This is an optimization exercise on Yosys and OpenROAD, whose aim is small area, not a production implementation.
The RTL was checked by simulation tests, not by an equivalence proof against the original design.
Power figures rest on the tool's default switching activity, not on a simulated workload.

==> module ACTIVEPRO, before the edit <==
module ACTIVEPRO (
    input       RESET,
    input       SYS_CLOCK,                
    output reg  ACTIVE_DATA ,             
    output reg  ACTIVE_CLOCK,             
    input [511:0] ACTIVE_MESSAGE,         
    input [5:0] ACTIVE_CHANNEL,           
    input  ACTIVE_WR                      
    );
    localparam L = 513;
    reg          busy;                    
    reg          idle;                    
    reg [10:0]   cnt;                     
    reg [5:0]    X;                       
    reg [L-1:0]  ring;
    wire [L-1:0] mp;
    genvar g;
    generate
        for (g = 0; g < 512; g = g + 1) begin : perm
            assign mp[(2*g) % L] = ACTIVE_MESSAGE[g];
        end
    endgenerate
    assign mp[511] = 1'b0;
    always @ (posedge SYS_CLOCK)
        ring <= ~(({ring[L-2:0], ring[L-1]} | {L{idle}}) & (mp | {L{busy}}));
    wire [63:0] tap;
    generate
        for (g = 0; g < 64; g = g + 1) begin : taps
            assign tap[g] = ring[(16*g + 46) % L];
        end
    endgenerate
    wire [6:0] B = cnt[10:4];             
    wire [2:0] bitn = cnt[3:1];
    wire [31:0] det;
    generate
        for (g = 0; g < 32; g = g + 1) begin : dets
            localparam integer Q = (16*(2*g+2) + 2*(g % 8)) % L;
            assign det[g] = &{ring[(Q+14) % L], ring[(Q+12) % L], ring[(Q+10) % L], ring[(Q+8) % L],
                              ring[(Q+6) % L],  ring[(Q+4) % L],  ring[(Q+2) % L],  ring[Q]};
        end
    endgenerate
    wire       search = B[6] & (B[1] ^ B[0]) & cnt[0];    
    wire [3:0] hit;
    generate
        for (g = 0; g < 4; g = g + 1) begin : hits
            assign hit[g] = det[8*g + bitn];
        end
    endgenerate
    wire [1:0] a = hit[0] ? 2'd0 : hit[1] ? 2'd1 : hit[2] ? 2'd2 : 2'd3;
    wire [5:0] cand = {a, bitn, ~B[1]};
    wire       take = search & (|hit) & (cand < X);
    wire       last = (B == {1'b0, X});
    wire [7:0] SECOND_BYTE = {2'b01, ACTIVE_CHANNEL};
    reg        dbit;
    always @*
    begin
        if (B[6] && B[1:0] == 2'b01)       dbit = (bitn != 3'd0);
        else if (B[6] && B[1:0] == 2'b10)  dbit = SECOND_BYTE[7-bitn];
        else                               dbit = ~tap[X];
    end
    always @ (posedge SYS_CLOCK)
    begin
        cnt <= busy ? cnt + 11'd1 : {7'd125, 4'd1};
        if (!busy)     X <= 6'd63;
        else if (take) X <= cand;
    end
    always @ (posedge SYS_CLOCK)
    begin
        if (RESET)
        begin
            busy <= 1'b0;
            idle <= 1'b1;
            ACTIVE_CLOCK <= 1'b0;
            ACTIVE_DATA <= 1'b0;
        end
        else
        begin
            busy <= busy ? !last : ACTIVE_WR;
            idle <= idle ? !ACTIVE_WR : last;
            if (busy)
            begin
                ACTIVE_CLOCK <= !cnt[0];
                if (cnt[0]) ACTIVE_DATA <= dbit;
            end
        end
    end
endmodule
Settings: LEC_CHECK=0, CAP_MARGIN=20, CORE_MARGIN=2, CORE_UTILIZATION=50, PLACE_DENSITY=0.6, SLEW_MARGIN=20; clock period 10.0 ns.
standard.sh (not shown) runs the stock make flow with config.mk's settings and CLKGATE_MAP_FILE= SYNTH_SCRIPT=/design/flow/synth_recipe.tcl, a recipe that flattens the netlist after the stock synthesis.
==> flow/flow/run.sh <==
#!/bin/bash
# Standard layout, with the port buffers made from the smallest buffer cell.
set -euo pipefail
export BUFFER_PORTS_ARGS="-buffer_cell sky130_fd_sc_hd__buf_1"
bash standard.sh finish > standard_flow.log 2>&1
The baseline produced a clean layout.
Then changed:
--- a/flow/design.v
+++ b/flow/design.v
@@ -30,24 +30,14 @@
         end
     endgenerate
+    reg [5:0] NEW_X;
+    always @*
+    begin
+        NEW_X = 6'd63;
+        for (int x = 63; x >= 1; x--)
+            if (ACTIVE_MESSAGE[8*x +: 8] == 8'h0)
+                NEW_X = x - 1;
+    end
     wire [6:0] B = cnt[10:4];             
     wire [2:0] bitn = cnt[3:1];
-    wire [31:0] det;
-    generate
-        for (g = 0; g < 32; g = g + 1) begin : dets
-            localparam integer Q = (16*(2*g+2) + 2*(g % 8)) % L;
-            assign det[g] = &{ring[(Q+14) % L], ring[(Q+12) % L], ring[(Q+10) % L], ring[(Q+8) % L],
-                              ring[(Q+6) % L],  ring[(Q+4) % L],  ring[(Q+2) % L],  ring[Q]};
-        end
-    endgenerate
-    wire       search = B[6] & (B[1] ^ B[0]) & cnt[0];    
-    wire [3:0] hit;
-    generate
-        for (g = 0; g < 4; g = g + 1) begin : hits
-            assign hit[g] = det[8*g + bitn];
-        end
-    endgenerate
-    wire [1:0] a = hit[0] ? 2'd0 : hit[1] ? 2'd1 : hit[2] ? 2'd2 : 2'd3;
-    wire [5:0] cand = {a, bitn, ~B[1]};
-    wire       take = search & (|hit) & (cand < X);
     wire       last = (B == {1'b0, X});
     wire [7:0] SECOND_BYTE = {2'b01, ACTIVE_CHANNEL};
@@ -62,6 +52,5 @@
     begin
         cnt <= busy ? cnt + 11'd1 : {7'd125, 4'd1};
-        if (!busy)     X <= 6'd63;
-        else if (take) X <= cand;
+        if (!busy) X <= NEW_X;
     end
     always @ (posedge SYS_CLOCK)
Outcome: The changed run went through all stages and came out clean; synthesized area came out higher by 5.5%; combinational power came out higher by 7.1%; die area came out higher by 5.4%; synthesized cell count came out higher by 13%; fmax came out lower by 8.7%; worst setup slack gets worse by 330 ps; cell area came out higher by 4.4%; flip-flop and latch count stays the same; global-route usage came out higher by 2.1 points.

-- what the ideal ports hide --
The results above use ideal ports. As a check the final layouts listed here were re-extracted and re-timed, cells and wires unchanged.
Step 1: set_driving_cell puts a clkbuf_16 on SYS_CLOCK and a buf_2 on each other input, an assumption about the parent block.
Step 2 also shifts input and output timing later by t, the mid clock arrival at the registers, as if the neighbouring blocks saw the same clock.
Three values: ideal, step 1, step 2; two values: the first two.
run | t, ns | slack for setup (ns) | hold slack, ns | worst setup path after step 2 | cell pins on the clock port's net
the first run | 0.615 | 6.505 / 6.505 / 6.094 | 0.408 / 0.408 / 0.408 | input to register | 1
the second run | 0.619 | 6.170 / 6.199 / 5.581 | 0.404 / 0.404 / 0.404 | input to register | 1
After both steps setup and hold are still met in every run listed. For the second run, which loses most, drivers alone change the setup slack by +0.029 ns; drivers and shift together by -0.589 ns.
